Source: an optimization exercise on an open RTL-to-GDS flow (aim: small area, a short achievable clock period and few clock cycles). Production flows keep margins and buffers that such runs may drop. Function was not checked in any run shown here: the RTL went through the layout flow alone. Power is estimated from default activity; no workload was simulated.

==> design/flow/config.mk <==
export PLATFORM = sky130hd
export DESIGN_NAME = mycpu
export DESIGN_NICKNAME = mycpu
export VERILOG_FILES = /design/flow/design.v
export SDC_FILE = /design/flow/constraint.sdc
export NUM_CORES = 4
export LEC_CHECK = 0
export CAP_MARGIN = 20
export CORE_MARGIN = 2
export CORE_UTILIZATION = 40
export SLEW_MARGIN = 20
==> design/flow/constraint.sdc <==
create_clock -name core_clock -period 12.0 [get_ports {clk}]
set_input_delay 2.4000 -clock core_clock [delete_from_list [all_inputs] [get_ports {clk}]]
set_output_delay 2.4000 -clock core_clock [all_outputs]
set_load 0.01 [all_outputs]
==> design/flow/flow/run.sh <==
#!/bin/bash
# Standard layout, with repair_timing aiming for extra setup slack.
set -euo pipefail
bash standard.sh SETUP_SLACK_MARGIN=8 finish > standard.log 2>&1
==> design/flow/standard.sh <==
#!/bin/bash
# synth_recipe.tcl (not shown) runs the flow's synth.tcl, then flattens the netlist and writes it again
# the make line also repeats each setting of config.mk as NAME=value (left out here)
make -C /OpenROAD-flow-scripts/flow DESIGN_CONFIG=/design/flow/config.mk WORK_HOME=/design/flow/orfs CLKGATE_MAP_FILE= SYNTH_SCRIPT=/design/flow/synth_recipe.tcl "${@:-finish}"
==> design/flow/design.v <==
module mycpu
  (
   input  logic        clk,
   input  logic        rst_n,
   output logic [15:0] a_out,
   input  logic [15:0] d_in,
   output logic [15:0] d_out,
   input  logic [15:0] io_in,
   output logic        wen_out,
   output logic        iom_out
   );
   function automatic logic [15:0] add16(input logic [15:0] a, input logic [15:0] b,
                                         input logic ci);
      logic [15:0] g, p, gg, pp, gn, pn;
      g = a & b;
      p = a ^ b;
      gg = g; pp = p;
      for (int d = 1; d < 16; d = d * 2) begin
         gn = gg; pn = pp;
         for (int i = d; i < 16; i++) begin
            gn[i] = gg[i] | (pp[i] & gg[i-d]);
            pn[i] = pp[i] & pp[i-d];
         end
         gg = gn; pp = pn;
      end
      add16[0] = p[0] ^ ci;
      for (int i = 1; i < 16; i++)
        add16[i] = p[i] ^ (gg[i-1] | (pp[i-1] & ci));
   endfunction
   function automatic logic [19:0] add20(input logic [19:0] a, input logic [19:0] b,
                                         input logic ci);
      logic [19:0] g, p, gg, pp, gn, pn;
      g = a & b;
      p = a ^ b;
      gg = g; pp = p;
      for (int d = 1; d < 20; d = d * 2) begin
         gn = gg; pn = pp;
         for (int i = d; i < 20; i++) begin
            gn[i] = gg[i] | (pp[i] & gg[i-d]);
            pn[i] = pp[i] & pp[i-d];
         end
         gg = gn; pp = pn;
      end
      add20[0] = p[0] ^ ci;
      for (int i = 1; i < 20; i++)
        add20[i] = p[i] ^ (gg[i-1] | (pp[i-1] & ci));
   endfunction
   function automatic logic [16:0] brow(input logic [2:0] b, input logic [15:0] a);
      logic one, two, neg;
      one = b[1] ^ b[0];
      two = (b[2] & ~b[1] & ~b[0]) | (~b[2] & b[1] & b[0]);
      neg = b[2];
      brow = ({17{one}} & {a[15], a} | {17{two}} & {a, 1'b0}) ^ {17{neg}};
   endfunction
   logic [15:0] pc;                  
   logic        started;             
   logic        halted;
   logic        d_valid;
   logic [15:0] d_ir;
   logic        e_valid;
   logic        e_bus;               
   logic        e_wr;                
   logic        e_io;                
   logic        e_add, e_log, e_shr, e_shl, e_mul, e_cin, e_binv, e_fill;
   logic [3:0]  e_lt;                
   logic        e_we, e_ld, e_ior, e_brz, e_brn, e_jmp, e_hal;
   logic [2:0]  e_dr;
   logic [6:0]  e_off;               
   logic [15:0] oa, ob;              
   logic [15:0] ms;                  
   logic        mp;                  
   logic [2:0]  mk;                  
   logic [7:0][15:0] rf;
   wire [6:0] op = d_ir[15:9];
   wire [2:0] f_dr = d_ir[8:6];
   wire [2:0] f_sa = d_ir[5:3];
   wire [2:0] f_sb = d_ir[2:0];
   wire o_mova = op == 7'b0000000, o_inc = op == 7'b0000001, o_add = op == 7'b0000010,
        o_mul  = op == 7'b0000011, o_sra = op == 7'b0000100, o_sub = op == 7'b0000101,
        o_dec  = op == 7'b0000110, o_sla = op == 7'b0000111, o_and = op == 7'b0001000,
        o_or   = op == 7'b0001001, o_xor = op == 7'b0001010, o_not = op == 7'b0001011,
        o_movb = op == 7'b0001100, o_shr = op == 7'b0001101, o_shl = op == 7'b0001110,
        o_usr  = op == 7'b0001111, o_ldi = op == 7'b1001100, o_adi = op == 7'b1000010,
        o_ld   = op == 7'b0010000, o_st  = op == 7'b0100000, o_ior = op == 7'b0010001,
        o_iow  = op == 7'b0100001, o_brz = op == 7'b1100000, o_brn = op == 7'b1100001,
        o_jmp  = op == 7'b1110000;
   wire c_add = o_inc | o_add | o_sub | o_dec | o_adi;
   wire c_log = o_mova | o_usr | o_and | o_or | o_xor | o_not | o_movb | o_ldi;
   wire c_shr = o_sra | o_shr;
   wire c_shl = o_sla | o_shl;
   wire c_we  = c_add | c_log | c_shr | c_shl | o_mul | o_ld | o_ior;
   wire c_bus = o_ld | o_st | o_ior | o_iow;
   wire c_hal = !(c_we | o_st | o_iow | o_brz | o_brn | o_jmp);
   wire       swap  = o_movb | o_shr | o_shl;
   wire [2:0] ra    = swap ? f_sb : f_sa;
   wire b_reg  = o_add | o_sub | o_and | o_or | o_xor | o_mul | o_st | o_iow;
   wire b_imm  = o_adi | o_sra | o_sla;
   wire b_ones = o_dec;
   wire [3:0] lt = o_and ? 4'b1000 : o_or ? 4'b1110 : o_xor ? 4'b0110 :
                   o_not ? 4'b0011 : 4'b1100;
   wire mul_busy = e_valid && e_mul && mk != 3'd4;
   wire e_taken  = e_valid && ((e_brz && oa == 16'h0) || (e_brn && oa[15]) || e_jmp);
   wire e_halt   = e_valid && e_hal;
   wire [15:0] sum = add16(oa, ob ^ {16{e_binv}}, e_cin);
   wire [15:0] lgc = ({16{e_lt[3]}} & oa & ob) | ({16{e_lt[2]}} & oa & ~ob) |
                     ({16{e_lt[1]}} & ~oa & ob) | ({16{e_lt[0]}} & ~oa & ~ob);
   wire [15:0] shr1 = {e_fill & oa[15], oa[15:1]};
   wire [15:0] shr2 = ob[0] ? {e_fill & oa[15], shr1[15:1]} : shr1;
   wire [15:0] shr3 = ob[1] ? {{2{e_fill & oa[15]}}, shr2[15:2]} : shr2;
   wire [15:0] shr  = ob[2] ? {{4{e_fill & oa[15]}}, shr3[15:4]} : shr3;
   wire [15:0] shl1 = {oa[14:0], 1'b0};
   wire [15:0] shl2 = ob[0] ? {shl1[14:0], 1'b0} : shl1;
   wire [15:0] shl3 = ob[1] ? {shl2[13:0], 2'b0} : shl2;
   wire [15:0] shl  = ob[2] ? {shl3[11:0], 4'b0} : shl3;
   wire [15:0] mres = (ms == {16{ob[15]}}) ? ob : (ms[15] ? 16'h8000 : 16'h7fff);
   wire [15:0] alu  = ({16{e_add}} & sum) | ({16{e_log}} & lgc) | ({16{e_shr}} & shr) |
                      ({16{e_shl}} & shl) | ({16{e_mul}} & mres);
   wire [2:0]  bd0 = {ob[1:0], mp && mk != 3'd0};
   wire [2:0]  bd1 = ob[3:1];
   wire [16:0] r0  = brow(bd0, oa);
   wire [16:0] r1  = brow(bd1, oa);
   wire [15:0] sin = (mk == 3'd0) ? 16'h0 : ms;
   wire [19:0] x0  = {{4{sin[15]}}, sin};
   wire [19:0] x1  = {{3{r0[16]}}, r0};
   wire [19:0] x2  = {{1{r1[16]}}, r1, {2{bd1[2]}}};
   wire [19:0] cs_s = x0 ^ x1 ^ x2;
   wire [19:0] cs_c = (x0 & x1) | (x0 & x2) | (x1 & x2);
   wire [19:0] mt  = add20(cs_s, {cs_c[18:0], bd1[2]}, bd0[2]);
   wire [15:0] wdata = alu | ({16{e_ld}} & d_in) | ({16{e_ior}} & io_in);
   wire        we    = e_valid && e_we && !mul_busy;
   logic [15:0] rd_a, rd_b;
   always_comb begin
      rd_a = 16'h0;
      rd_b = 16'h0;
      for (int i = 0; i < 8; i++) begin
         rd_a = rd_a | ({16{ra == i}} & rf[i]);
         rd_b = rd_b | ({16{f_sb == i}} & rf[i]);
      end
   end
   wire fwd   = e_valid && e_we && !mul_busy;
   wire [15:0] op_a = o_ldi ? {13'b0, f_sb} : (fwd && e_dr == ra) ? alu : rd_a;
   wire [15:0] op_b = b_reg ? ((fwd && e_dr == f_sb) ? alu : rd_b) :
                      b_imm ? {13'b0, f_sb} : {16{b_ones}};
   wire e_stop = e_taken || e_halt || halted;
   wire adv    = d_valid && !mul_busy && !(e_valid && e_bus) && !e_stop;
   wire fetch  = !mul_busy && !(e_valid && e_bus) && !e_stop && (adv || !d_valid);
   wire [15:0] target = e_jmp ? oa : pc + {{9{e_off[6]}}, e_off};
   assign a_out   = e_bus ? oa : pc;
   assign d_out   = ob;
   assign wen_out = !(e_bus && e_wr);
   assign iom_out = e_bus && e_io;
   always_ff @(posedge clk or negedge rst_n)
     if (!rst_n) begin
        pc      <= 16'h0;
        started <= 1'b0;
        halted  <= 1'b0;
        d_valid <= 1'b0;
        e_valid <= 1'b0;
        e_bus   <= 1'b0;
        e_wr    <= 1'b0;
        e_io    <= 1'b0;
        mk      <= 3'd0;
     end else begin
        started <= 1'b1;
        if (e_halt) halted <= 1'b1;
        if (e_taken) pc <= target;
        else if (fetch) pc <= pc + 16'd1;
        if (e_stop) d_valid <= 1'b0;
        else if (fetch) d_valid <= 1'b1;
        else if (adv) d_valid <= 1'b0;
        if (!mul_busy) e_valid <= adv;
        e_bus <= adv && c_bus;
        e_wr  <= adv && (o_st || o_iow);
        e_io  <= adv && (o_ior || o_iow);
        if (mul_busy) mk <= mk + 3'd1;
        else mk <= 3'd0;
     end
   always_ff @(posedge clk) begin
      if (fetch) d_ir <= d_in;
      if (!mul_busy) begin
         e_add  <= c_add;
         e_log  <= c_log;
         e_shr  <= c_shr;
         e_shl  <= c_shl;
         e_mul  <= o_mul;
         e_cin  <= o_inc | o_sub;
         e_binv <= o_sub;
         e_fill <= o_sra;
         e_lt   <= lt;
         e_we   <= c_we;
         e_ld   <= o_ld;
         e_ior  <= o_ior;
         e_brz  <= o_brz;
         e_brn  <= o_brn;
         e_jmp  <= o_jmp;
         e_hal  <= c_hal;
         e_dr   <= f_dr;
         e_off  <= {f_dr[2], f_dr, f_sb} - 7'd2;
         oa     <= op_a;
         ob     <= op_b;
      end else begin
         ob <= {mt[3:0], ob[15:4]};
         ms <= mt[19:4];
         mp <= ob[3];
      end
      for (int i = 0; i < 8; i++)
        if (!started) rf[i] <= 16'h0;
        else if (we && e_dr == i) rf[i] <= wdata;
   end
endmodule
==> results.json, run 1 <==
{
  "path_delay_family": "flip-flops",
  "drtPass1Iterations": 6,
  "fmax_mhz": 234,
  "power_density_mw_per_mm2": 107,
  "drc": 0,
  "via_per_inst": 6.34,
  "synth.avg_cell_area_um2": 8.89,
  "hpwl_um": 42000,
  "final_area_mm2": 0.0209,
  "numCtsBuffers": 29,
  "setup_violations": 0,
  "power_leakage_uw": 0.00778,
  "die-area_mm2": 0.0462,
  "n_antenna_cell": 0,
  "wl_met3_um": 5220,
  "power_switching_uw": 649,
  "fin_skew_ns": 0.0173,
  "worstMarginPinSlew_ns": 1.09,
  "grt_usage_pct": 26.9,
  "cp-startpoint": "e_bus",
  "r2r_cells": 19,
  "synth-seq-cells": 248,
  "ys_seq_area_share_pct": 33.0,
  "first_iter_violations": 1918,
  "initial_utilization_pct": 40.4,
  "synthFlopType": "dfxtp_1",
  "rrSetupSlack_ns": 8.13,
  "p_int_uw": 1580,
  "clk_latency_ns": 0.59,
  "place_area_mm2": 0.0189,
  "dieWidth_um": 215,
  "hold_path_class": "flop to flop",
  "status": "timing/DRC/antenna clean",
  "gp_congestion": 0.927,
  "nNetsFinal": 2130,
  "p_comb_share_pct": 16.7,
  "final_core_utilization_pct": 47.4,
  "cp-endpoint": "a_out[15]",
  "rows": 77,
  "cp-end-kind": "primary output",
  "cts_root_buffer": "clkbuf_16",
  "ctsLongestPathBuffers": 3,
  "fin_crit_sh_pct": 35.7,
  "synth_cells": 2002,
  "critPathBufInv": 4,
  "io_buffers": 67,
  "crit_slowest_cell": "dfrtp_4",
  "wl_per_cell_um": 24.5,
  "drt_wl_total_um": 64700,
  "critPathArrivalTime_ns": 1.88,
  "timing.hold.ws_ns": 0.503,
  "synth.distinct_cells": 86,
  "startpoint_type": "flop",
  "critPathMaxStageDelay_ns": 0.50,
  "cpMostUsedCell": "buf_6",
  "vias": 16700,
  "pwr-share-seq_pct": 41.6,
  "clkTransAtPathRegs_ns": 0.06,
  "max-vdd-ir-drop_uv": 104,
  "crit_fanout": 4,
  "grt_first_pass_wirelength_um": 97600,
  "async_flop_share_pct": 10.5,
  "r2r-start": "mk[0]",
  "syn_nets": 2111,
  "ioPinCount": 68,
  "slew_headroom_pct": 27.5,
  "drv_slew": 0,
  "cts.sinks": 248,
  "grt_max_degree": 57,
  "path_class": "flop to primary output",
  "wl_met1_um": 26800,
  "top_layer": "met4",
  "synthesis.area_mm2": 0.0178,
  "worstPathRequired_ns": 9.60,
  "drive_above_1_share_pct": 16.7,
  "cts_tree": "yes",
  "finalHoldViolCount": 0,
  "path_cells": "buf_12 > buf_6 > buf_6 > mux2_4 > buf_6",
  "timing.setup.tns_ns": 0,
  "holdBufCountCts": 0,
  "min_period_ns": 4.28,
  "switching_share_pct": 29.2,
  "met2_length_um": 30100,
  "rsz0062_at_grt": "true",
  "antenna_found_initial": 0,
  "cap_violations": 0,
  "clkPwrFrac_pct": 41.7,
  "core_area_mm2": 0.0440,
  "synth_warnings": 1,
  "ant_nets": 0,
  "area_growth_pct": 17.2,
  "worst_r2r_endpoint": "ms[14]",
  "gr-total-overflow": 0,
  "cts_max_level": 1,
  "cp.depth": 5,
  "synth-edff-count": 78,
  "grt_pass1_vias": 15900,
  "die_h_um": 215
}
[cell type report]
class,instances,area [um2]
clock buffers,39,805
clock inverters,15,170
fillers,4183,23200
inverters,39,155
multi-input cells,1542,11500
flip-flops and latches,248,5940
well taps,592,741
repair buffers,161,1590
[stage by stage]
stage / cells / power (uW) / worst slack [ns]
2_1_floorplan: 2002 / 1160 / 8.00
3_3_place_gp: 2526 / 1280 / 7.14
3_5_place_dp: 2526 / 1290 / 6.97
4_1_cts: 2613 / 2210 / 7.67
5_1_grt: 2636 / 2290 / 7.71
6_report: 2636 / 2220 / 7.72
[repair_timing]
action                     4_1_cts  5_1_grt
pin swaps                        7       23
setup endpoints to repair      134      106
setup buffers                   32       20
gates resized for setup        144       54
hold endpoints to repair         0        0
gates cloned                     1        3
[state kept, by name, indices dropped and copies added, names as in the netlist, 4 cells and up]
signal / cells
ms: 16
pc: 16
ob: 16
e_off: 7
e_lt: 4
d_ir: 16
rf: 128
oa: 16
[layout by cell type, fill, tap and decap left out, drive strengths merged, types with 36 or more instances in the layout]
cell           synthesis  final
nor3                  51     51
nor2                 227    228
clkdlybuf4s50          0     45
ha                    54     54
nand2                127    127
edfxtp                78     78
inv                   37     36
buf                   31    108
a211oi               116    116
xnor2                 49     49
clkbuf               143     41
dfxtp                144    144
xor2                  51     51
mux2i                 57     57
mux4                  43     43
mux2                  44     44
a21oi                142    142
a22oi                 41     41
nand3                 36     36
o21ai                122    122
[tightest hold or removal path: cells and delay by family (launching register included)]
family          cells  cell delay (ns)
flops               1             0.33
compound gates      1             0.07
buf+inv             1             0.07
[cell families (layout without fill, tap and decap cells)]
logic type / after synthesis / after routing / synth area share [%]
XOR/XNOR: 100 / 100 / 4.92
multiplexers: 144 / 144 / 11.4
AND/OR/NAND/NOR: 586 / 587 / 15.6
adder cells (fa/ha/maj): 88 / 88 / 6.89
AO/OA/AOI/OAI: 622 / 622 / 23.4
other: 1 / 1 / 0.0211
flip-flops: 248 / 248 / 33.0
buffers and inverters: 213 / 254 / 4.76
[cell usage after synthesis, types with 21 or more instances]
library cell  count  area [um2]
nor2_1          225         845
dfxtp_1         144        2880
a21oi_1         142         711
clkbuf_1        142         533
nand2_1         127         477
o21ai_0         119         596
a211oi_1        116         871
edfxtp_1         78        2340
mux2i_1          57         571
ha_1             54         676
xor2_1           51         447
xnor2_1          49         429
nor3_1           47         235
mux2_2           44         495
mux4_2           42         946
a22oi_1          41         308
nand3_1          36         180
inv_1            35         131
a221oi_1         30         263
and2_1           27         169
dfrtp_1          26         651
and3_1           23         144
fa_1             21         420
or3_1            21         131
[power groups by stage]
stage	clock network [uW]	registers, uW	logic (uW)
2_1_floorplan	0	927	238
3_3_place_gp	0	948	332
3_5_place_dp	0	949	337
4_1_cts	932	924	351
5_1_grt	967	928	399
6_report	927	925	372
[worst min-delay path by stage]
stage / slack, ns / from / cells past startpoint / endpoint
after global routing: 0.52 / halted / 2 / halted
after CTS: 0.50 / halted / 2 / halted
after global placement: 0.46 / mk[0] / 1 / mk[0]
final: 0.50 / halted / 2 / halted
after floorplan: 0.42 / d_ir[0] / 0 / e_off[0]
after detailed placement: 0.46 / mk[0] / 1 / mk[0]
[layer usage]
layer	GRT usage, %	up-vias
met3	4.18	164
met4	9.98	0
li1	-	7568
met5	0	-
met1	35.6	8171
met2	44.4	805
==> inputs of run 2 (changes only) <==
==> design/flow/run.sh (new file) <==
#!/bin/bash
# synth_recipe.tcl (not shown) runs the flow's synth.tcl, then flattens the netlist and writes it again
# the make line also repeats each setting of config.mk as NAME=value (left out here)
make -C /OpenROAD-flow-scripts/flow DESIGN_CONFIG=/design/flow/config.mk WORK_HOME=/design/flow/orfs CLKGATE_MAP_FILE= SYNTH_SCRIPT=/design/flow/synth_recipe.tcl finish
removed: design/flow/flow/run.sh
removed: design/flow/standard.sh
==> run 2 against run 1 <==
Combinational power down 8.6%. Worst setup slack got worse by 0.97 ns. Sequential share of layout area is 1.1 points higher. Count of clock-buffer cells in the layout up 1. Maximum frequency decreased by 18%. Area after synthesis stayed put. Global-route usage decreased by 0.86 points. Power down 2.7%. Clock power is 4.0% lower. Largest power group is now registers.
==> results.json, run 2 <==
{
  "area_growth_pct": 11.7,
  "timing.setup.tns_ns": 0,
  "vias": 16300,
  "synth_common_cells": "nor2_1 (225), dfxtp_1 (144), a21oi_1 (142), clkbuf_1 (142), nand2_1 (127)",
  "first_iter_violations": 1721,
  "min_period_ns": 5.25,
  "gp_congestion": 0.956,
  "p_int_uw": 1540,
  "async_flop_share_pct": 10.5,
  "synth.area.top_cells": "dfxtp_1 (16%), edfxtp_1 (13%), mux4_2 (5.3%)",
  "synth-simple-area-share_pct": 15.6,
  "setup_violations": 0,
  "initial_utilization_pct": 40.4,
  "drtPass1Iterations": 6,
  "synth.avg_cell_area_um2": 8.89,
  "die_h_um": 215,
  "synth_mux_area_share_pct": 11.4,
  "switching_share_pct": 29.0,
  "power_switching_uw": 627,
  "place_ws_ns": 6.80,
  "synthXorXnorAreaFrac_pct": 4.92,
  "synth.distinct_cells": 86,
  "worstPathRequired_ns": 12.34,
  "hpwl_um": 41900,
  "die-area_mm2": 0.0462,
  "fillers": 4365,
  "rsz0062_at_grt": "false",
  "grt_usage_pct": 26.0,
  "drv_slew": 0,
  "startpoint_type": "flop",
  "pwr-share-seq_pct": 43.2,
  "grt_pass1_vias": 15600,
  "synth_cells": 2002,
  "path_cells": "inv_1 > ha_1 > nand2b_1 > nand3_1 > o21ai_1 > a22oi_1 > xnor2_1 > fa_1 > ha_1 > o21a_1 > a21oi_1 > a211oi_1 > or2_2 > a41o_1 > a21oi_1 > xnor2_1",
  "layout_setup_ws_ns": 6.75,
  "holdBufCountCts": 0,
  "syn_nets": 2111,
  "critPathMaxStageDelay_ns": 0.84,
  "worstMarginPinSlew_ns": 1.12,
  "cts_setup_buffers": 0,
  "ant_nets": 0,
  "synthesis.area_mm2": 0.0178,
  "ioPinCount": 68,
  "netlist.area_leader.share_pct": 16.2,
  "via_per_inst": 6.29,
  "gr-total-overflow": 0,
  "numCtsBuffers": 29,
  "rows": 77,
  "largest_register_ffs": 128,
  "core_area_mm2": 0.0440,
  "layout_commonest_cell": "nor2_1",
  "synth-edff-count": 78,
  "ctsLongestPathBuffers": 3,
  "fin_skew_ns": 0.0184,
  "fin_crit_sh_pct": 43.7,
  "cap_violations": 0,
  "status": "timing/DRC/antenna clean",
  "synth_top_cell_by_area": "dfxtp_1",
  "final_cell_mix": "nor2_1 (219), a21oi_1 (142), dfxtp_1 (140)",
  "clk_latency_ns": 0.60,
  "cts_root_buffer": "clkbuf_16",
  "p_comb_share_pct": 15.7,
  "n_antenna_cell": 0,
  "hold_path_class": "flop to flop",
  "synthFlopType": "dfxtp_1",
  "synth.most_common_cell": "nor2_1",
  "grt_first_pass_wirelength_um": 94600,
  "cts.repair.resized": 0,
  "drc": 0,
  "dieWidth_um": 215,
  "max_flop_register": "rf",
  "finalHoldViolCount": 0,
  "power_density_mw_per_mm2": 109,
  "crit_slowest_cell": "o21ai_1",
  "max-vdd-ir-drop_uv": 114,
  "drive_above_1_share_pct": 11.2,
  "path_delay_family": "compound AO/OA/AOI/OAI gates",
  "wl_per_cell_um": 23.8,
  "synth_top_family_by_area": "compound AO/OA/AOI/OAI gates",
  "clkTransAtPathRegs_ns": 0.06,
  "synth_warnings": 1,
  "synth-adder-area-share_pct": 6.89,
  "synth-seq-cells": 248,
  "fmax_mhz": 191,
  "clkPwrFrac_pct": 41.1,
  "cts_max_level": 1,
  "antenna_found_initial": 0,
  "synth_compound_area_share_pct": 23.4,
  "cp-end-kind": "flop",
  "path_class": "flop to flop",
  "cts_tree": "yes",
  "grt_max_degree": 74,
  "cts.sinks": 248,
  "crit_fanout": 19,
  "ys_seq_area_share_pct": 33.0,
  "critPathArrivalTime_ns": 5.59,
  "nNetsFinal": 2086,
  "drt_wl_total_um": 61600,
  "io_buffers": 67,
  "slew_headroom_pct": 24.9,
  "power_leakage_uw": 0.00735,
  "critPathBufInv": 1
}
run 2: final timing paths:
kind / cells past startpoint / endpoint / slack (ns) / startpoint
setup / recovery: 16 / ms[11] / 6.75 / mk[0]
hold / removal: 1 / mk[0] / 0.46 / mk[0]
setup reg to reg: 16 / ms[11] / 6.75 / mk[0]
hold reg to reg: 1 / mk[0] / 0.46 / mk[0]
max in group asynchronous: 2 / pc[15] / 9.53 / rst_n
min in group asynchronous: 2 / pc[3] / 2.20 / rst_n
run 2: cell families after synthesis:
logic type / count (synthesis)
compound gates: 622
xor+xnor: 100
fa+ha+maj: 88
simple gates: 586
flops: 248
other cells: 1
mux: 144
buf+inv: 213
run 2: cell type report:
type,instances,area [um2],share of cell area (%)
Sequential cell,248,5880,29.6
Clock inverter,14,135,0.679
Multi-Input combinational cell,1541,11100,56.1
Tap cell,592,741,3.72
Clock buffer,40,797,4.01
Inverter,39,146,0.736
Timing Repair Buffer,118,1040,5.22
run 2: power groups by stage:
stage	Sequential, uW	Clock (uW)	Combinational [uW]
floorplan	927	0	236
global placement	950	0	330
detailed placement	950	0	335
CTS	932	902	336
global route	937	932	371
finish	934	890	340
run 2: layer usage:
layer  track usage (%)  up-vias  wire (um)
met5                 0        -          0
met3              4.46      173       4990
li1                  -     7477          -
met4              11.5        0       2900
met1              34.1     7912      25500
met2              42.2      748      28300
run 2: per-stage QoR:
step / instances / area [um2] / util [%] / total power, uW / hold slack (ns)
3_5_place_dp: 2533 / 18900 / 43.0 / 1280 / 0.453
6_report: 2592 / 19900 / 45.2 / 2160 / 0.460
5_1_grt: 2592 / 19900 / 45.2 / 2240 / 0.487
3_3_place_gp: 2531 / 18900 / 43.0 / 1280 / 0.453
2_1_floorplan: 2002 / 17800 / - / 1160 / 0.424
4_1_cts: 2587 / 19900 / 45.1 / 2170 / 0.467
run 2: worst reg2reg max path: stages, from the launching register on:
cell and delay (ns):
dfrtp_1 0.37, inv_1 0.05, ha_1 0.20, nand2b_1 0.47
nand3_1 0.19, o21ai_1 0.84, a22oi_1 0.24, xnor2_1 0.24
fa_1 0.44, ha_1 0.33, o21a_1 0.19, a21oi_1 0.33
a211oi_1 0.20, or2_2 0.37, a41o_1 0.27, a21oi_1 0.18
xnor2_1 0.08
==> inputs of run 3 (changes only) <==
--- a/design/flow/design.v
+++ b/design/flow/design.v
@@ -53,6 +53,7 @@
       brow = ({17{one}} & {a[15], a} | {17{two}} & {a, 1'b0}) ^ {17{neg}};
    endfunction
    logic [15:0] pc;                  
+   logic [15:0] ar;                  
    logic        started;             
    logic        halted;
    logic        d_valid;
@@ -115,12 +116,11 @@
    wire [15:0] mres = (ms == {16{ob[15]}}) ? ob : (ms[15] ? 16'h8000 : 16'h7fff);
    wire [15:0] alu  = ({16{e_add}} & sum) | ({16{e_log}} & lgc) | ({16{e_shr}} & shr) |
                       ({16{e_shl}} & shl) | ({16{e_mul}} & mres);
-   wire [2:0]  bd0 = {ob[1:0], mp && mk != 3'd0};
+   wire [2:0]  bd0 = {ob[1:0], mp};
    wire [2:0]  bd1 = ob[3:1];
    wire [16:0] r0  = brow(bd0, oa);
    wire [16:0] r1  = brow(bd1, oa);
-   wire [15:0] sin = (mk == 3'd0) ? 16'h0 : ms;
-   wire [19:0] x0  = {{4{sin[15]}}, sin};
+   wire [19:0] x0  = {{4{ms[15]}}, ms};
    wire [19:0] x1  = {{3{r0[16]}}, r0};
    wire [19:0] x2  = {{1{r1[16]}}, r1, {2{bd1[2]}}};
    wire [19:0] cs_s = x0 ^ x1 ^ x2;
@@ -144,14 +144,16 @@
    wire e_stop = e_taken || e_halt || halted;
    wire adv    = d_valid && !mul_busy && !(e_valid && e_bus) && !e_stop;
    wire fetch  = !mul_busy && !(e_valid && e_bus) && !e_stop && (adv || !d_valid);
-   wire [15:0] target = e_jmp ? oa : pc + {{9{e_off[6]}}, e_off};
-   assign a_out   = e_bus ? oa : pc;
+   wire [15:0] target  = e_jmp ? oa : pc + {{9{e_off[6]}}, e_off};
+   wire [15:0] pc_next = e_taken ? target : fetch ? pc + 16'd1 : pc;
+   assign a_out   = ar;
    assign d_out   = ob;
    assign wen_out = !(e_bus && e_wr);
    assign iom_out = e_bus && e_io;
    always_ff @(posedge clk or negedge rst_n)
      if (!rst_n) begin
         pc      <= 16'h0;
+        ar      <= 16'h0;
         started <= 1'b0;
         halted  <= 1'b0;
         d_valid <= 1'b0;
@@ -163,8 +165,8 @@
      end else begin
         started <= 1'b1;
         if (e_halt) halted <= 1'b1;
-        if (e_taken) pc <= target;
-        else if (fetch) pc <= pc + 16'd1;
+        pc <= pc_next;
+        ar <= (adv && c_bus) ? op_a : pc_next;
         if (e_stop) d_valid <= 1'b0;
         else if (fetch) d_valid <= 1'b1;
         else if (adv) d_valid <= 1'b0;
@@ -198,6 +200,8 @@
          e_off  <= {f_dr[2], f_dr, f_sb} - 7'd2;
          oa     <= op_a;
          ob     <= op_b;
+         ms     <= 16'h0;
+         mp     <= 1'b0;
       end else begin
          ob <= {mt[3:0], ob[15:4]};
          ms <= mt[19:4];
==> design/flow/flow/run.sh (new file) <==
#!/bin/bash
# Standard layout, with repair_timing aiming for extra setup slack.
set -euo pipefail
bash standard.sh SETUP_SLACK_MARGIN=8 finish > standard.log 2>&1
==> design/flow/standard.sh (new file) <==
#!/bin/bash
# synth_recipe.tcl (not shown) runs the flow's synth.tcl, then flattens the netlist and writes it again
# the make line also repeats each setting of config.mk as NAME=value (left out here)
make -C /OpenROAD-flow-scripts/flow DESIGN_CONFIG=/design/flow/config.mk WORK_HOME=/design/flow/orfs CLKGATE_MAP_FILE= SYNTH_SCRIPT=/design/flow/synth_recipe.tcl "${@:-finish}"
removed: design/flow/run.sh
==> run 3 against run 2 <==
Die area is 5.6% higher. Non-clock buffer count rose by 36. Highest routed layer unchanged. Flip-flop and latch count grew 16. Count of clock-buffer cells in the layout is 3 higher. Combinational power down 15%. Maximum frequency is 32% higher.
==> results.json, run 3 <==
{
  "status": "timing/DRC/antenna clean",
  "crit_fanout": 7,
  "timing.hold.ws_ns": 0.478,
  "path_cells": "buf_12 > clkinvlp_4 > buf_8 > clkbuf_2 > buf_4 > o311a_1 > o22a_1 > fa_1 > ha_1 > and4_4 > and3_1 > a22o_1 > o41ai_4 > buf_4 > nor2b_2 > a21oi_2 > xor2_1 > nor2_1",
  "synth-adder-area-share_pct": 7.31,
  "cts_max_level": 2,
  "worstPathRequired_ns": 12.43,
  "cp-startpoint": "mp",
  "synthesis.area_mm2": 0.0188,
  "setup_violations": 0,
  "place_area_mm2": 0.0198,
  "synth_warnings": 1,
  "clk_latency_ns": 0.57,
  "holdBufCountCts": 0,
  "synth-edff-count": 61,
  "drt_wl_total_um": 66200,
  "hold_path_class": "flop to flop",
  "drive_above_1_share_pct": 14.7,
  "critPathArrivalTime_ns": 4.39,
  "grt_max_degree": 60,
  "io_buffers": 67,
  "core_area_mm2": 0.0465,
  "timing.setup.tns_ns": 0,
  "place_ws_ns": 7.56,
  "drtPass1Iterations": 7,
  "critPathMaxStageDelay_ns": 0.39,
  "largest_register_ffs": 128,
  "numCtsBuffers": 34,
  "path_delay_family": "compound AO/OA/AOI/OAI gates",
  "area_growth_pct": 15.6,
  "synthXorXnorAreaFrac_pct": 3.77,
  "multiInputGateArea_mm2": 0.0119,
  "layout_commonest_cell": "nor2_1",
  "final_area_mm2": 0.0218,
  "dieWidth_um": 221,
  "cts.sinks": 264,
  "synth_top_family_by_area": "compound AO/OA/AOI/OAI gates",
  "rows": 79,
  "synth_cells": 2093,
  "initial_utilization_pct": 40.5,
  "hpwl_um": 43300,
  "power_leakage_uw": 0.00834,
  "startpoint_type": "flop",
  "synth_mux_area_share_pct": 10.9,
  "rrSetupSlack_ns": 8.03,
  "worst_r2r_endpoint": "ms[11]",
  "ys_seq_area_share_pct": 32.4,
  "worstMarginPinSlew_ns": 0.984,
  "final_cell_mix": "nor2_1 (210), dfxtp_1 (144), nand2_1 (140)",
  "n_antenna_cell": 0,
  "synth-simple-area-share_pct": 14.4,
  "grt_pass1_vias": 15900,
  "min_period_ns": 3.97,
  "path_class": "flop to flop",
  "grt_usage_pct": 26.1,
  "nNetsFinal": 2194,
  "die-area_mm2": 0.0488,
  "ant_nets": 0,
  "register_area_mm2": 0.00615,
  "cap_violations": 0,
  "critPathBufInv": 6,
  "first_iter_violations": 2025,
  "gp_congestion": 0.925,
  "antenna_found_initial": 0,
  "wl_per_cell_um": 24.4,
  "fillers": 4460,
  "r2r-start": "mp",
  "cp-end-kind": "flop",
  "synth.distinct_cells": 86,
  "gr-total-overflow": 0,
  "synth.most_common_cell": "nor2_1",
  "power_density_mw_per_mm2": 106,
  "cp.depth": 18,
  "max-vdd-ir-drop_uv": 96.1,
  "final_core_utilization_pct": 46.8,
  "async_flop_share_pct": 15.9,
  "netlist.area_leader.share_pct": 17.1,
  "synth_top_cell_by_area": "dfxtp_1",
  "hp-start": "halted",
  "layout_setup_ws_ns": 8.03,
  "crit_slowest_cell": "dfxtp_4",
  "ioPinCount": 68,
  "die_h_um": 221,
  "r2r_cells": 18,
  "rsz0062_at_grt": "true",
  "synth-seq-cells": 264,
  "fin_skew_ns": 0.0255,
  "vias": 17200,
  "drv_slew": 0,
  "synthFlopType": "dfxtp_1",
  "cp-endpoint": "ms[11]",
  "cts_tree": "yes",
  "drc": 0,
  "clkTransAtPathRegs_ns": 0.06,
  "grt_first_pass_wirelength_um": 99800,
  "finalHoldViolCount": 0,
  "cpMostUsedCell": "buf_4",
  "cts_root_buffer": "clkbuf_16",
  "syn_nets": 2202,
  "max_flop_register": "rf",
  "slew_headroom_pct": 34.4,
  "synth_common_cells": "nor2_1 (216), dfxtp_1 (161), clkbuf_1 (147)",
  "fin_crit_sh_pct": 33.1,
  "synth.area.top_cells": "dfxtp_1 (17%), edfxtp_1 (9.7%), mux4_2 (5.6%)",
  "fmax_mhz": 252,
  "via_per_inst": 6.34,
  "synth.avg_cell_area_um2": 8.99,
  "ctsLongestPathBuffers": 3,
  "synth_compound_area_share_pct": 25.8
}
[run 3: changes by cell type in the layout (fill, tap and decap cells not counted), sizes merged, moves of 18 or more]
cell,before,now
a221oi,33,51
xnor2,49,31
nor2b,11,43
buf,47,81
[run 3: layer usage]
metal	GRT usage (%)	share of wire [%]	up-vias
li1	-	-	7866
met5	0	0	-
met4	12.4	4.7	0
met2	41.2	46	873
met1	34.7	41	8304
met3	4.40	8.3	170
[run 3: cells by family after synthesis]
kind of cell               Yosys count
AOI/OAI and AO/OA                  678
adders and majority gates          103
muxes                              139
buffers and inverters              248
and+or+nand+nor                    579
DFF                                264
xor gates and xnor gates            81
other                                1
[run 3: layout make-up]
class                   count  share of cell area [%]
clock inverters            15                   0.931
clock buffers              43                    4.20
flip-flops and latches    264                    28.3
well taps                 607                    3.49
multi-input cells        1581                    54.8
repair buffers            154                    7.39
inverters                  50                   0.897
[run 3: what timing repair did]
action | 4_1_cts | 5_1_grt
gates cloned | 4 | 2
pin swaps | 0 | 16
setup endpoints to repair | 108 | 88
gates resized for setup | 36 | 43
hold endpoints to repair | 0 | 0
buffers inserted | 14 | 29
[run 3: stage by stage]
step / instances / power (uW)
floorplan: 2093 / 1170
global placement: 2607 / 1270
detailed placement: 2607 / 1280
CTS: 2683 / 2330
global route: 2714 / 2390
finish: 2714 / 2310
[run 3: worst min-delay path by stage]
| stage | end | slack [ns] | depth (start not counted) |
|---|---|---|---|
| after detailed placement | halted | 0.45 | 2 |
| after global routing | halted | 0.50 | 2 |
| after CTS | halted | 0.47 | 2 |
| after global placement | halted | 0.45 | 2 |
| after floorplan | halted | 0.43 | 2 |
| final | halted | 0.48 | 2 |
[run 3: worst min-delay path: stages, from the launching register on]
cell,delay [ns]
dfrtp_1,0.32
inv_1,0.06
nand2_1,0.06
[run 3: where the power goes]
group          switching (uW)  internal (uW)
registers                37.4            939
logic                     169            121
clock network             433            610
total                     639           1670
==> inputs of run 4 (changes only) <==
==> design/flow/flow/run.sh (replaced) <==
#!/bin/bash
# Standard layout, with repair_timing aiming for extra setup slack.
set -euo pipefail
bash standard.sh SETUP_SLACK_MARGIN=9 finish > standard.log 2>&1
==> run 4 against run 3 <==
Still clean. Worst hold slack got worse by 0.0069 ns. Clock power decreased by 6%. Power decreased by 1.5%. Wire length increased by 11%. Maximum frequency increased by 2.0%.
==> results.json, run 4 <==
{
  "final_cell_mix": "nor2_1 (204), buf_4 (159), dfxtp_1 (143)",
  "via_per_inst": 6.47,
  "critPathArrivalTime_ns": 4.37,
  "gp_congestion": 0.917,
  "holdBufCountCts": 0,
  "path_delay_family": "compound AO/OA/AOI/OAI gates",
  "rsz0062_at_grt": "true",
  "hpwl_um": 42900,
  "clkTransAtPathRegs_ns": 0.07,
  "grt_usage_pct": 27.9,
  "synthesis.area_mm2": 0.0188,
  "cts_max_level": 1,
  "worstPathRequired_ns": 12.48,
  "synth.avg_cell_area_um2": 8.99,
  "max_flop_register": "rf",
  "synth_cells": 2093,
  "first_iter_violations": 2159,
  "nNetsFinal": 2345,
  "fin_skew_ns": 0.0312,
  "die-area_mm2": 0.0488,
  "wl_per_cell_um": 25.7,
  "power_leakage_uw": 0.00949,
  "netlist.area_leader.share_pct": 17.1,
  "drt_wl_total_um": 73600,
  "slew_headroom_pct": 26.9,
  "whs_endpoint": "mk[0]",
  "status": "timing/DRC/antenna clean",
  "antenna_found_initial": 0,
  "crit_fanout": 8,
  "min_period_ns": 3.89,
  "cp.depth": 18,
  "synth.distinct_cells": 86,
  "synth_common_cells": "nor2_1 (216), dfxtp_1 (161), clkbuf_1 (147)",
  "r2r_cells": 18,
  "cpMostUsedCell": "buf_6",
  "vias": 18500,
  "initial_utilization_pct": 40.5,
  "grt_pass1_vias": 17600,
  "ys_seq_area_share_pct": 32.4,
  "cap_violations": 0,
  "synth-seq-cells": 264,
  "worstMarginPinSlew_ns": 1.10,
  "clk_latency_ns": 0.62,
  "crit_slowest_cell": "fa_1",
  "path_class": "flop to flop",
  "rows": 79,
  "ioPinCount": 68,
  "synth-edff-count": 61,
  "syn_nets": 2202,
  "hold_path_class": "flop to flop",
  "cts.sinks": 264,
  "die_h_um": 221,
  "ctsLongestPathBuffers": 3,
  "fillers": 4133,
  "synth.area.top_cells": "dfxtp_1 (17%), edfxtp_1 (9.7%), mux4_2 (5.6%)",
  "numCtsBuffers": 31,
  "area_growth_pct": 30.3,
  "synth.most_common_cell": "nor2_1",
  "place_area_mm2": 0.0199,
  "drv_slew": 0,
  "grt_first_pass_wirelength_um": 107000,
  "hold_path_depth": 1,
  "ant_nets": 0,
  "grt_max_degree": 56,
  "layout_commonest_cell": "nor2_1",
  "rrSetupSlack_ns": 8.11,
  "final_area_mm2": 0.0245,
  "timing.setup.tns_ns": 0,
  "core_area_mm2": 0.0465,
  "largest_register_ffs": 128,
  "fmax_mhz": 257,
  "n_antenna_cell": 0,
  "gr-total-overflow": 0,
  "critPathBufInv": 5,
  "critPathMaxStageDelay_ns": 0.52,
  "async_flop_share_pct": 15.9,
  "startpoint_type": "flop",
  "synth_warnings": 1,
  "r2r-start": "mp",
  "io_buffers": 67,
  "finalHoldViolCount": 0,
  "power_density_mw_per_mm2": 92.7,
  "synth_top_cell_by_area": "dfxtp_1",
  "hp-start": "mk[0]",
  "synthFlopType": "dfxtp_1",
  "max-vdd-ir-drop_uv": 117,
  "worst_r2r_endpoint": "ms[11]",
  "drtPass1Iterations": 6,
  "fin_crit_sh_pct": 32.4,
  "dieWidth_um": 221,
  "cts_tree": "yes",
  "cts_root_buffer": "clkbuf_16",
  "path_cells": "buf_12 > buf_6 > and2_4 > buf_6 > a221oi_2 > o22ai_2 > fa_1 > inv_2 > ha_4 > and3_4 > a221o_1 > a22o_4 > o41ai_4 > buf_4 > nor2b_2 > a21oi_2 > xor2_1 > nor2_1",
  "cp-end-kind": "flop",
  "drc": 0,
  "setup_violations": 0,
  "drive_above_1_share_pct": 29.6
}
==> run 4: where the power goes <==
part           switching, uW  total [uW]  internal (uW)
Sequential              34.0         972            938
Clock                    410         973            563
Combinational            191         330            139
==> run 4: how the worst max path moves through the flow <==
stage | slack, ns | start | endpoint
2_1_floorplan | 8.11 | ob[0] | ms[14]
3_3_place_gp | 6.83 | ob[1] | ms[14]
3_5_place_dp | 6.72 | ob[1] | ms[11]
4_1_cts | 8.22 | mp | ms[14]
5_1_grt | 8.02 | mp | ms[11]
6_report | 8.11 | mp | ms[11]
==> run 4: metal layers <==
metal	vias to the layer above	track usage [%]	part of all wire, %
li1	8157	-	-
met1	8953	36.1	39
met2	1122	43.8	45
met3	310	4.73	9.4
met4	0	16.3	7.0
met5	-	0	0
==> run 4: worst reg2reg max path, cell delays in order (launching register included) <==
cell,delay [ns]
dfxtp_4,0.36
buf_12,0.13
buf_6,0.11
and2_4,0.18
buf_6,0.13
a221oi_2,0.24
o22ai_2,0.14
fa_1,0.52
inv_2,0.05
ha_4,0.22
and3_4,0.17
a221o_1,0.40
a22o_4,0.28
o41ai_4,0.27
buf_4,0.17
nor2b_2,0.05
a21oi_2,0.14
xor2_1,0.17
nor2_1,0.05
==> run 4: logic make-up (layout without fill, tap and decap cells) <==
| kind of cell | count (synthesis) | in the layout | share of synthesized area, % |
|---|---|---|---|
| XOR/XNOR | 81 | 81 | 3.77 |
| multiplexers | 139 | 140 | 10.9 |
| adder cells (fa/ha/maj) | 103 | 103 | 7.31 |
| AND/OR/NAND/NOR | 579 | 585 | 14.4 |
| buffers and inverters | 248 | 408 | 5.32 |
| flip-flops | 264 | 264 | 32.4 |
| AO/OA/AOI/OAI | 678 | 678 | 25.8 |
| other | 1 | 1 | 0.0199 |
==> run 4: per-stage QoR <==
| step | utilization (%) | cells | power [uW] | setup slack (ns) | hold WS (ns) |
|---|---|---|---|---|---|
| finish | 52.8 | 2867 | 2270 | 8.11 | 0.471 |
| global route | 52.8 | 2867 | 2340 | 8.02 | 0.502 |
| CTS | 50.8 | 2819 | 2260 | 8.22 | 0.474 |
| detailed placement | 42.9 | 2608 | 1280 | 6.72 | 0.453 |
| global placement | 42.9 | 2608 | 1270 | 6.83 | 0.444 |
| floorplan | - | 2093 | 1170 | 8.11 | 0.426 |
==> run 4: repair_timing <==
| item | CTS | global route |
|---|---|---|
| hold endpoints to repair | 0 | 0 |
| pin swaps | 70 | 56 |
| gates cloned | 14 | 8 |
| resized for setup | 416 | 105 |
| endpoints found under the setup margin | 236 | 221 |
| setup buffers | 140 | 40 |
==> run 4: cell type report <==
| cell class | count | area (um2) | area share, % |
|---|---|---|---|
| multi-input cells | 1588 | 13100 | 53.4 |
| inverters | 50 | 216 | 0.883 |
| repair buffers | 301 | 3250 | 13.3 |
| clock inverters | 11 | 129 | 0.525 |
| clock buffers | 46 | 902 | 3.68 |
| flip-flops and latches | 264 | 6170 | 25.2 |
| well taps | 607 | 759 | 3.10 |

## port drivers added, routing unchanged
The results above use ideal ports. As a check the final layouts listed here were re-extracted and re-timed, cells and wires unchanged. Step 1: set_driving_cell puts a clkbuf_16 on clk and a buf_2 on each other input, an assumption about the parent block. Step 2 times the ports against the registers' clock, not the clock port: input delays grow and output delays shrink by t, the midpoint of the rising clock arrivals with the driver on. a / b / c = ideal / step 1 / step 2; a / b = the first two.
| run | shift t [ns] | setup WS [ns] | cell pins on the clock port's net |
|---|---|---|---|
| run 1 | 0.635 | 7.722 / 7.667 / 7.897 | 1 |
| run 2 | 0.641 | 6.754 / 6.754 / 6.754 | 1 |
| run 3 | 0.609 | 8.033 / 7.982 / 7.828 | 1 |
| run 4 | 0.656 | 8.110 / 8.110 / 8.110 | 1 |
After both steps every run listed still meets setup and hold. For run 3, which loses most, drivers alone change the setup slack by -0.051 ns; drivers and shift together by -0.205 ns.
